This is an optimization exercise on Yosys and OpenROAD, whose aim is small area, not a production implementation. Where RTL was checked, it was by simulation tests only, not by an equivalence proof against the original. Power and IR drop assume default switching activity.

==> inputs of 11-16 <==
## stratigo
module stratigo
	(
		CLOCK_50,
		KEY,
		SW,
		LEDR,
		PIX_X,
		PIX_Y,
		PIX_COLOUR,
		PIX_PLOT
	);
==> module datapath, before the edit <==
module datapath(
	input clk,
	input rst,
	input [2:0] rx,
	input [2:0] ry,
	input [1:0] ph,
	input cmd,
	input [5:0] pos,
	output reg [2:0] mouse_x,
	output reg [2:0] mouse_y,
	output [5:0] win,
	output [5:0] tgt,
	output [4:0] atk,
	input [5:0] xy_pos,
	input update_x_y,
	output [5:0] draw_sq
	);
	localparam [383:0] PRESET = {48'd0, 336'b100001_100010_000000_000000_000000_000000_000000_000000_100010_100011_000000_000000_000000_000000_000000_000000_100100_100100_000000_111111_111111_000000_000111_000110_100101_100111_000000_000000_000000_000000_000101_000101_100000_100000_000000_111111_111111_000000_000100_000100_000000_000000_000000_000000_000000_000000_000011_000010_000000_000000_000000_000000_000000_000000_000010_000001};
	reg [23:0] fixed;        
	wire [23:0] fixed_n;
	reg [359:0] ring;        
	wire [359:0] ring_n;
	reg [5:0] s;             
	reg fix;                 
	reg pend;                
	reg [5:0] pend_slot;     
	wire [2:0] k3 = mouse_x + {mouse_x[1:0], 1'b0};
	wire [4:0] m4 = {1'b0, k3, 1'b0};
	assign win = fixed[m4 +: 6];
	wire copy_we = (ph == 2'd2) && !cmd;
	wire clr = ((ph == 2'd2) && cmd) || ((ph == 2'd3) && !cmd);
	wire [5:0] w0 = win & {6{~rst}};
	wire [5:0] w1 = win | {6{rst}};
	wire [5:0] wc0 = win & {6{~rst & ~clr}};
	wire [5:0] wc1 = (win & {6{~clr}}) | {6{rst}};
	wire [5:0] wr00 = win & {6{~rst & ~fix}};
	wire [5:0] wr11 = win | {6{rst | fix}};
	wire [5:0] wr10 = rst ? 6'b111111 : fix ? 6'b000000 : win;
	wire [5:0] wr01 = rst ? 6'b000000 : fix ? 6'b111111 : win;
	function [5:0] slot_of;
		input [5:0] k;
		input [5:0] s0;
		begin
			slot_of = (k >= s0) ? k - s0 : k - s0 + 6'd60;
		end
	endfunction
	wire pos_ring = (pos[5:2] != 4'd0);
	wire [5:0] pos_slot = slot_of(pos, s);
	wire copy_ring = copy_we && pos_ring;
	wire [29:0] ev_we;
	genvar k, i;
	generate
		for (k = 0; k < 30; k = k + 1) begin : ewe
			assign ev_we[k] = (copy_ring && pos_slot == 2*k + 1) || (pend && pend_slot == 2*k + 1) || rst || fix;
		end
	endgenerate
	generate
		for (k = 0; k < 4; k = k + 1) begin : fsq
			wire we = (copy_we && pos == k) || rst;
			for (i = 0; i < 6; i = i + 1) begin : b
				if (6*k + i < 20) begin : low
					wire hit = clr && (6*k + i >= m4) && (6*k + i < m4 + 6);
					assign fixed_n[6*k+i] = (we || hit) ? (PRESET[6*k+i] ? wc1[i] : wc0[i]) : fixed[6*k+i];
				end else begin : high
					assign fixed_n[6*k+i] = we ? (PRESET[6*k+i] ? w1[i] : w0[i]) : fixed[6*k+i];
				end
			end
		end
		for (k = 0; k < 60; k = k + 1) begin : rsq
			for (i = 0; i < 6; i = i + 1) begin : b
				if (k % 2 == 0) begin : ev
					localparam P0 = PRESET[6*(k+4)+i];
					localparam P1 = PRESET[6*(((k + 1) % 60) + 4)+i];
					wire wd = P0 ? (P1 ? wr11[i] : wr10[i]) : (P1 ? wr01[i] : wr00[i]);
					assign ring_n[6*k+i] = ev_we[k/2] ? wd : ring[6*(k+1)+i];
				end else begin : od
					assign ring_n[6*k+i] = ring[6*((k + 1) % 60)+i];
				end
			end
		end
	endgenerate
	wire [7:0] sel_hi, sel_lo;
	genvar q;
	generate
		for (q = 0; q < 8; q = q + 1) begin : rdec
			assign sel_hi[q] = pos_slot[5:3] == q;
			assign sel_lo[q] = pos_slot[2:0] == q;
		end
	endgenerate
	reg [5:0] ring_rd;
	integer j;
	always @(*) begin
		ring_rd = 6'd0;
		for (j = 0; j < 60; j = j + 1)
			ring_rd = ring_rd | (ring[6*j +: 6] & {6{sel_hi[j/8] & sel_lo[j%8]}});
	end
	wire [5:0] rd = !pos_ring ? fixed[6*pos[1:0] +: 6] :
	                (pend && pend_slot == pos_slot) ? win : ring_rd;
	assign tgt = rd;
	reg was_turn;
	reg [4:0] atk_r;
	wire [5:0] mk = {mouse_y, mouse_x};
	assign atk = (mouse_y == 3'd0 && !mouse_x[2]) ? fixed[6*mouse_x + 1 +: 5] :
	             was_turn ? rd[5:1] : atk_r;
	reg [5:0] cur, nxt;
	wire [5:0] xy1 = xy_pos + 1'b1;
	wire [5:0] nxt_n = (copy_we && pos == xy1) ? win : (s == xy1) ? ring[5:0] : nxt;
	assign draw_sq = (xy_pos[5:2] == 4'd0) ? fixed[6*xy_pos[1:0] +: 6] : cur;
	always @(posedge clk) begin
		fixed <= fixed_n;
		ring <= ring_n;
		s <= (rst || s == 6'd63) ? 6'd4 : s + 1'b1;
		fix <= rst;
		pend <= copy_ring && !pos_slot[0] && !rst;
		pend_slot <= (pos_slot == 6'd0) ? 6'd59 : pos_slot - 1'b1;
		was_turn <= (ph == 2'd0);
		if (copy_we && pos == mk)
			atk_r <= win[5:1];
		else if (was_turn)
			atk_r <= rd[5:1];
		if (rst) begin
			mouse_x <= 3'd0;
			mouse_y <= 3'd0;
		end else if (ph == 2'd0) begin
			mouse_x <= rx;
			mouse_y <= ry;
		end
		nxt <= nxt_n;
		if (update_x_y)
			cur <= nxt_n;
		else if (copy_we && pos == xy_pos)
			cur <= win;
	end
endmodule
clock: 10.0 ns
lec_check: 0
cap_margin: 20
core_margin: 2
core_utilization: 40
gpl_timing_driven: 0
slew_margin: 20
standard.sh (not shown) runs the stock make flow with config.mk's settings and CLKGATE_MAP_FILE= SYNTH_SCRIPT=/design/flow/synth_recipe.tcl, a recipe that flattens the netlist after the stock synthesis.
==> flow/flow/run.sh <==
#!/bin/bash
# Standard ORFS layout, except that the combinational logic of the standard
# synthesis netlist is re-mapped by ABC with an area-oriented script before
# floorplanning (three seeds of ABC's deep synthesis, the smallest result is
# kept). Registers (names, cell types) are left as the standard synthesis
# made them. Each tool's output goes to a log file in this folder.
set -euo pipefail
W=$PWD
R=$W/orfs/results/$FLOW_PLATFORM/stratigo/base
LIB=$FLOW_HOME/platforms/$FLOW_PLATFORM/lib/sky130_fd_sc_hd__tt_025C_1v80.lib

# 1. the standard synthesis, unchanged
bash standard.sh $R/1_2_yosys.v > $W/synth_standard.log 2>&1
cp $R/1_2_yosys.v $W/1_2_yosys.standard.v

# 2. re-map the combinational logic for area
subst() {  # template output seed
  sed -e "s|@LIB@|$LIB|g" -e "s|@IN@|$W/1_2_yosys.standard.v|g" -e "s|@OUT@|$W/reabc_$3.v|g" \
      -e "s|@SCRIPT@|$W/area_$3.abc|g" -e "s|@STAT@|$W/reabc_stat_$3.txt|g" \
      -e "s|@CELLS@|$W/cells_comb.v|g" -e "s|@SEED@|$3|g" "$1" > "$2"
}
subst $W/flow/mkcells.ys $W/mkcells.ys 0
yosys -s $W/mkcells.ys > $W/mkcells.log 2>&1
for S in 0 1 2; do
  subst $W/flow/area.abc $W/area_$S.abc $S
  subst $W/flow/reabc.ys $W/reabc_$S.ys $S
  yosys -s $W/reabc_$S.ys > $W/reabc_$S.log 2>&1 &
done
wait || true
best=""; best_area=""
for S in 0 1 2; do
  if [[ -s $W/reabc_$S.v && -s $W/reabc_stat_$S.txt ]]; then
    a=$(awk '/Chip area/ {print $NF}' $W/reabc_stat_$S.txt)
    if [[ -z "$best" ]] || awk -v a="$a" -v b="$best_area" 'BEGIN {exit !(a < b)}'; then best=$S; best_area=$a; fi
  fi
done
echo "seed $best area $best_area" > $W/reabc_choice.txt
# keep the re-mapped netlist only if it is proven equivalent to the standard one
sed -e "s|@LIB@|$LIB|g" -e "s|@IN@|$W/1_2_yosys.standard.v|g" -e "s|@OUT@|$W/reabc_$best.v|g" \
    $W/flow/eqchk.ys > $W/eqchk.ys
if [[ -n "$best" ]] && yosys -s $W/eqchk.ys > $W/eqchk.log 2>&1; then
  cp $W/reabc_$best.v $R/1_2_yosys.v
else
  echo "re-mapping failed or not proven equivalent; using the standard netlist" > $W/reabc_fallback.txt
  cp $W/1_2_yosys.standard.v $R/1_2_yosys.v
fi

# 3. the rest of the standard flow, from the re-mapped netlist
# port buffers: the smallest buffer cell; clock tree: clusters of at most 16
# flip-flops on clkbuf_8, no dummy loads
bash standard.sh "BUFFER_PORTS_ARGS=-buffer_cell sky130_fd_sc_hd__buf_1" \
  "CTS_ARGS=-sink_clustering_enable -repair_clock_nets -sink_clustering_size 16 -sink_clustering_max_diameter 60 -buf_list sky130_fd_sc_hd__clkbuf_8 -dont_use_dummy_load" \
  finish > $W/layout.log 2>&1
==> flow/flow/area.abc <==
strash
dc2
&get -n
&deepsyn -T 120 -S @SEED@
&dch -f
&nf -p -F 8 -A 4 -R 1000
&put
topo
==> flow/flow/reabc.ys <==
read_verilog @IN@
read_liberty -lib @LIB@
hierarchy -top stratigo
# turn the combinational cells back into logic; registers and tie cells stay
# the cells the standard synthesis made
techmap -map @CELLS@
opt_clean -purge
techmap
opt -fast
abc -liberty @LIB@ -script @SCRIPT@ -dont_use sky130_fd_sc_hd__lpflow_* -dont_use sky130_fd_sc_hd__probe_p_8 -dont_use sky130_fd_sc_hd__probec_p_8
opt_clean -purge
splitnets
opt_clean -purge
hilomap -singleton -hicell sky130_fd_sc_hd__conb_1 HI -locell sky130_fd_sc_hd__conb_1 LO
insbuf -buf sky130_fd_sc_hd__buf_1 A X
opt_clean -purge
tee -o @STAT@ stat -liberty @LIB@
check -assert -mapped
write_verilog -noattr -nohex -nodec @OUT@
Other scripts of this flow, unchanged in this note and not shown: flow/flow/eqchk.ys, flow/flow/mkcells.ys
==> 05-14 (differences from 11-16) <==
--- a/flow/design.v
+++ b/flow/design.v
@@ -316,21 +316,6 @@
 		end
 	endgenerate
-	wire [7:0] sel_hi, sel_lo;
-	genvar q;
-	generate
-		for (q = 0; q < 8; q = q + 1) begin : rdec
-			assign sel_hi[q] = pos_slot[5:3] == q;
-			assign sel_lo[q] = pos_slot[2:0] == q;
-		end
-	endgenerate
-	reg [5:0] ring_rd;
-	integer j;
-	always @(*) begin
-		ring_rd = 6'd0;
-		for (j = 0; j < 60; j = j + 1)
-			ring_rd = ring_rd | (ring[6*j +: 6] & {6{sel_hi[j/8] & sel_lo[j%8]}});
-	end
 	wire [5:0] rd = !pos_ring ? fixed[6*pos[1:0] +: 6] :
-	                (pend && pend_slot == pos_slot) ? win : ring_rd;
+	                (pend && pend_slot == pos_slot) ? win : ring[6*pos_slot +: 6];
 	assign tgt = rd;
 	reg was_turn;
==> flow/flow/run.sh (replaced) <==
#!/bin/bash
# Standard ORFS layout, except that the combinational logic of the standard
# synthesis netlist is re-mapped by ABC with an area-oriented script before
# floorplanning. Registers (names, cell types) are left as the standard
# synthesis made them. Each tool's output goes to a log file in this folder.
set -euo pipefail
W=$PWD
R=$W/orfs/results/$FLOW_PLATFORM/stratigo/base
LIB=$FLOW_HOME/platforms/$FLOW_PLATFORM/lib/sky130_fd_sc_hd__tt_025C_1v80.lib

# 1. the standard synthesis, unchanged
bash standard.sh $R/1_2_yosys.v > $W/synth_standard.log 2>&1
cp $R/1_2_yosys.v $W/1_2_yosys.standard.v

# 2. re-map the combinational logic for area
subst() {
  sed -e "s|@LIB@|$LIB|g" -e "s|@IN@|$W/1_2_yosys.standard.v|g" -e "s|@OUT@|$R/1_2_yosys.v|g" \
      -e "s|@SCRIPT@|$W/flow/area.abc|g" -e "s|@STAT@|$W/reabc_stat.txt|g" \
      -e "s|@CELLS@|$W/cells_comb.v|g" "$1" > "$2"
}
subst $W/flow/mkcells.ys $W/mkcells.ys
subst $W/flow/reabc.ys $W/reabc.ys
yosys -s $W/mkcells.ys > $W/mkcells.log 2>&1
subst $W/flow/eqchk.ys $W/eqchk.ys
# keep the re-mapped netlist only if it is proven equivalent to the standard one
if ! { yosys -s $W/reabc.ys > $W/reabc.log 2>&1 && yosys -s $W/eqchk.ys > $W/eqchk.log 2>&1; }; then
  echo "re-mapping failed or not proven equivalent; using the standard netlist" > $W/reabc_fallback.txt
  cp $W/1_2_yosys.standard.v $R/1_2_yosys.v
fi

# 3. the rest of the standard flow, from the re-mapped netlist
# port buffers: the smallest buffer cell
bash standard.sh "BUFFER_PORTS_ARGS=-buffer_cell sky130_fd_sc_hd__buf_1" finish > $W/layout.log 2>&1
==> flow/flow/area.abc (replaced) <==
strash
dc2
dch -f
map -a
mfs2
strash
dc2
dch -f
map -a
mfs2
strash
dch -f
map -a
topo
--- a/flow/flow/reabc.ys
+++ b/flow/flow/reabc.ys
@@ -13,5 +13,5 @@
 opt_clean -purge
 hilomap -singleton -hicell sky130_fd_sc_hd__conb_1 HI -locell sky130_fd_sc_hd__conb_1 LO
-insbuf -buf sky130_fd_sc_hd__buf_1 A X
+insbuf -buf sky130_fd_sc_hd__buf_4 A X
 opt_clean -purge
 tee -o @STAT@ stat -liberty @LIB@
Settings changed: CTS_BUF_LIST from default to sky130_fd_sc_hd__clkbuf_8, CTS_CLUSTER_DIAMETER from default to 60, CTS_CLUSTER_SIZE from default to 16, GPL_TIMING_DRIVEN 0 to default.
==> 05-28 (differences from 11-16) <==
--- a/flow/design.v
+++ b/flow/design.v
@@ -258,7 +258,4 @@
 	wire [359:0] ring_n;
 	reg [5:0] s;             
-	reg fix;                 
-	reg pend;                
-	reg [5:0] pend_slot;     
 	wire [2:0] k3 = mouse_x + {mouse_x[1:0], 1'b0};
 	wire [4:0] m4 = {1'b0, k3, 1'b0};
@@ -270,8 +267,4 @@
 	wire [5:0] wc0 = win & {6{~rst & ~clr}};
 	wire [5:0] wc1 = (win & {6{~clr}}) | {6{rst}};
-	wire [5:0] wr00 = win & {6{~rst & ~fix}};
-	wire [5:0] wr11 = win | {6{rst | fix}};
-	wire [5:0] wr10 = rst ? 6'b111111 : fix ? 6'b000000 : win;
-	wire [5:0] wr01 = rst ? 6'b000000 : fix ? 6'b111111 : win;
 	function [5:0] slot_of;
 		input [5:0] k;
@@ -283,12 +276,13 @@
 	wire pos_ring = (pos[5:2] != 4'd0);
 	wire [5:0] pos_slot = slot_of(pos, s);
-	wire copy_ring = copy_we && pos_ring;
-	wire [29:0] ev_we;
-	genvar k, i;
+	wire [7:0] wr_hi, wr_lo;
+	genvar h;
 	generate
-		for (k = 0; k < 30; k = k + 1) begin : ewe
-			assign ev_we[k] = (copy_ring && pos_slot == 2*k + 1) || (pend && pend_slot == 2*k + 1) || rst || fix;
+		for (h = 0; h < 8; h = h + 1) begin : pdec
+			assign wr_hi[h] = (copy_we && pos_ring && pos_slot[5:3] == h) || rst;
+			assign wr_lo[h] = (pos_slot[2:0] == h) || rst;
 		end
 	endgenerate
+	genvar k, i;
 	generate
 		for (k = 0; k < 4; k = k + 1) begin : fsq
@@ -304,33 +298,11 @@
 		end
 		for (k = 0; k < 60; k = k + 1) begin : rsq
+			wire we = wr_hi[((k + 1) % 60) / 8] & wr_lo[((k + 1) % 60) % 8];
 			for (i = 0; i < 6; i = i + 1) begin : b
-				if (k % 2 == 0) begin : ev
-					localparam P0 = PRESET[6*(k+4)+i];
-					localparam P1 = PRESET[6*(((k + 1) % 60) + 4)+i];
-					wire wd = P0 ? (P1 ? wr11[i] : wr10[i]) : (P1 ? wr01[i] : wr00[i]);
-					assign ring_n[6*k+i] = ev_we[k/2] ? wd : ring[6*(k+1)+i];
-				end else begin : od
-					assign ring_n[6*k+i] = ring[6*((k + 1) % 60)+i];
-				end
+				assign ring_n[6*k+i] = we ? (PRESET[6*(k+4)+i] ? w1[i] : w0[i]) : ring[6*(((k + 1) % 60))+i];
 			end
 		end
 	endgenerate
-	wire [7:0] sel_hi, sel_lo;
-	genvar q;
-	generate
-		for (q = 0; q < 8; q = q + 1) begin : rdec
-			assign sel_hi[q] = pos_slot[5:3] == q;
-			assign sel_lo[q] = pos_slot[2:0] == q;
-		end
-	endgenerate
-	reg [5:0] ring_rd;
-	integer j;
-	always @(*) begin
-		ring_rd = 6'd0;
-		for (j = 0; j < 60; j = j + 1)
-			ring_rd = ring_rd | (ring[6*j +: 6] & {6{sel_hi[j/8] & sel_lo[j%8]}});
-	end
-	wire [5:0] rd = !pos_ring ? fixed[6*pos[1:0] +: 6] :
-	                (pend && pend_slot == pos_slot) ? win : ring_rd;
+	wire [5:0] rd = pos_ring ? ring[6*pos_slot +: 6] : fixed[6*pos[1:0] +: 6];
 	assign tgt = rd;
 	reg was_turn;
@@ -347,7 +319,4 @@
 		ring <= ring_n;
 		s <= (rst || s == 6'd63) ? 6'd4 : s + 1'b1;
-		fix <= rst;
-		pend <= copy_ring && !pos_slot[0] && !rst;
-		pend_slot <= (pos_slot == 6'd0) ? 6'd59 : pos_slot - 1'b1;
 		was_turn <= (ph == 2'd0);
 		if (copy_we && pos == mk)
==> flow/flow/run.sh (replaced) <==
#!/bin/bash
# Standard ORFS layout, except that the combinational logic of the standard
# synthesis netlist is re-mapped by ABC with an area-oriented script before
# floorplanning. Registers (names, cell types) are left as the standard
# synthesis made them. Each tool's output goes to a log file in this folder.
set -euo pipefail
W=$PWD
R=$W/orfs/results/$FLOW_PLATFORM/stratigo/base
LIB=$FLOW_HOME/platforms/$FLOW_PLATFORM/lib/sky130_fd_sc_hd__tt_025C_1v80.lib

# 1. the standard synthesis, unchanged
bash standard.sh $R/1_2_yosys.v > $W/synth_standard.log 2>&1
cp $R/1_2_yosys.v $W/1_2_yosys.standard.v

# 2. re-map the combinational logic for area
subst() {
  sed -e "s|@LIB@|$LIB|g" -e "s|@IN@|$W/1_2_yosys.standard.v|g" -e "s|@OUT@|$R/1_2_yosys.v|g" \
      -e "s|@SCRIPT@|$W/flow/area.abc|g" -e "s|@STAT@|$W/reabc_stat.txt|g" \
      -e "s|@CELLS@|$W/cells_comb.v|g" "$1" > "$2"
}
subst $W/flow/mkcells.ys $W/mkcells.ys
subst $W/flow/reabc.ys $W/reabc.ys
yosys -s $W/mkcells.ys > $W/mkcells.log 2>&1
subst $W/flow/eqchk.ys $W/eqchk.ys
# keep the re-mapped netlist only if it is proven equivalent to the standard one
if ! { yosys -s $W/reabc.ys > $W/reabc.log 2>&1 && yosys -s $W/eqchk.ys > $W/eqchk.log 2>&1; }; then
  echo "re-mapping failed or not proven equivalent; using the standard netlist" > $W/reabc_fallback.txt
  cp $W/1_2_yosys.standard.v $R/1_2_yosys.v
fi

# 3. the rest of the standard flow, from the re-mapped netlist
bash standard.sh > $W/layout.log 2>&1
==> flow/flow/area.abc (replaced) <==
strash
dc2
dch -f
map -a
mfs2
strash
dc2
dch -f
map -a
mfs2
strash
dch -f
map -a
topo
--- a/flow/flow/reabc.ys
+++ b/flow/flow/reabc.ys
@@ -13,5 +13,5 @@
 opt_clean -purge
 hilomap -singleton -hicell sky130_fd_sc_hd__conb_1 HI -locell sky130_fd_sc_hd__conb_1 LO
-insbuf -buf sky130_fd_sc_hd__buf_1 A X
+insbuf -buf sky130_fd_sc_hd__buf_4 A X
 opt_clean -purge
 tee -o @STAT@ stat -liberty @LIB@
Settings changed: GPL_TIMING_DRIVEN 0 to default.
==> qor summary <==
Run status: 05-14 complete, no violations; 05-28 complete, no violations; 11-16 complete, no violations
Period minus WS final: 05-14 7.05 ns; 05-28 6.45 ns; 11-16 9.53 ns
Worst setup path startpoint: 05-14 d0.mouse_x[0]; 05-28 d0.s[0]; 11-16 c0.pos[1]
Instance area at placement: 05-14 21,300 um^2; 05-28 22,200 um^2; 11-16 20,500 um^2
Flop-to-flop setup slack: 05-14 3.42 ns; 05-28 3.55 ns; 11-16 0.47 ns
Total number of multi-input combinational cells: 05-14 1,774; 05-28 1,958; 11-16 1,478
Fraction of area in registers: 05-14 46.0%; 05-28 42.0%; 11-16 48.2%
Synthesized instance count: 05-14 2,487; 05-28 2,701; 11-16 2,033
Combined area of all synthesized cells: 05-14 20,200 um^2; 05-28 20,800 um^2; 11-16 18,900 um^2
Combinational power: 05-14 0.830 mW; 05-28 1.05 mW; 11-16 0.863 mW
Clock network power consumption: 05-14 1.14 mW; 05-28 1.87 mW; 11-16 1.00 mW
Mean instance size in the synthesized netlist: 05-14 8.12 um^2; 05-28 7.71 um^2; 11-16 9.29 um^2
Buffer and inverter count on the worst path: 05-14 5; 05-28 5; 11-16 2
Min setup slack post-route: 05-14 2.95 ns; 05-28 3.55 ns; 11-16 0.465 ns
Launch point of the worst reg-to-reg path: 05-14 c0.pos[1]; 05-28 d0.s[0]; 11-16 c0.pos[1]
Half-perimeter wire length after detailed placement: 05-14 49.0 mm; 05-28 50.3 mm; 11-16 51.9 mm
Worst stage delay on the critical path: 05-14 0.78 ns; 05-28 0.65 ns; 11-16 0.74 ns
Number of global-route vias before repair: 05-14 18,100; 05-28 19,200; 11-16 16,400
Net count, final: 05-14 2,603; 05-28 2,821; 11-16 2,192
# fillers: 05-14 5,080; 05-28 5,194; 11-16 4,530
Share of post-route cells with drive strength above 1: 05-14 4.34%; 05-28 4.26%; 11-16 6.90%
Number of gates on the worst path with buffers counted: 05-14 14; 05-28 29; 11-16 24
The RTL of 05-14 was laid out without a check of its function.

==> re-timing with driven ports <==
The results above use ideal ports. As a check the final layouts listed here were re-extracted and re-timed, cells and wires unchanged. Step 1 (the two cells are an assumption about what drives the block):
set clk [get_ports {CLOCK_50}]
set_driving_cell -lib_cell sky130_fd_sc_hd__clkbuf_16 $clk
set_driving_cell -lib_cell sky130_fd_sc_hd__buf_2 [delete_from_list [all_inputs] $clk]
Step 2 also shifts input and output timing later by t, the mid clock arrival at the registers, as if the neighbouring blocks saw the same clock. Slacks: ideal ports / drivers / drivers and shift; pairs: ideal ports / drivers.
run	t (ns)	slack for setup (ns)	worst register clock-pin slew, ns
11-16	0.661	0.465 / 0.465 / 0.465	0.11 / 0.11
05-14	0.668	2.955 / 2.903 / 3.416	0.11 / 0.11
05-28	0.647	3.548 / 3.548 / 3.548	0.06 / 0.06
After both steps every run listed still meets setup and hold.
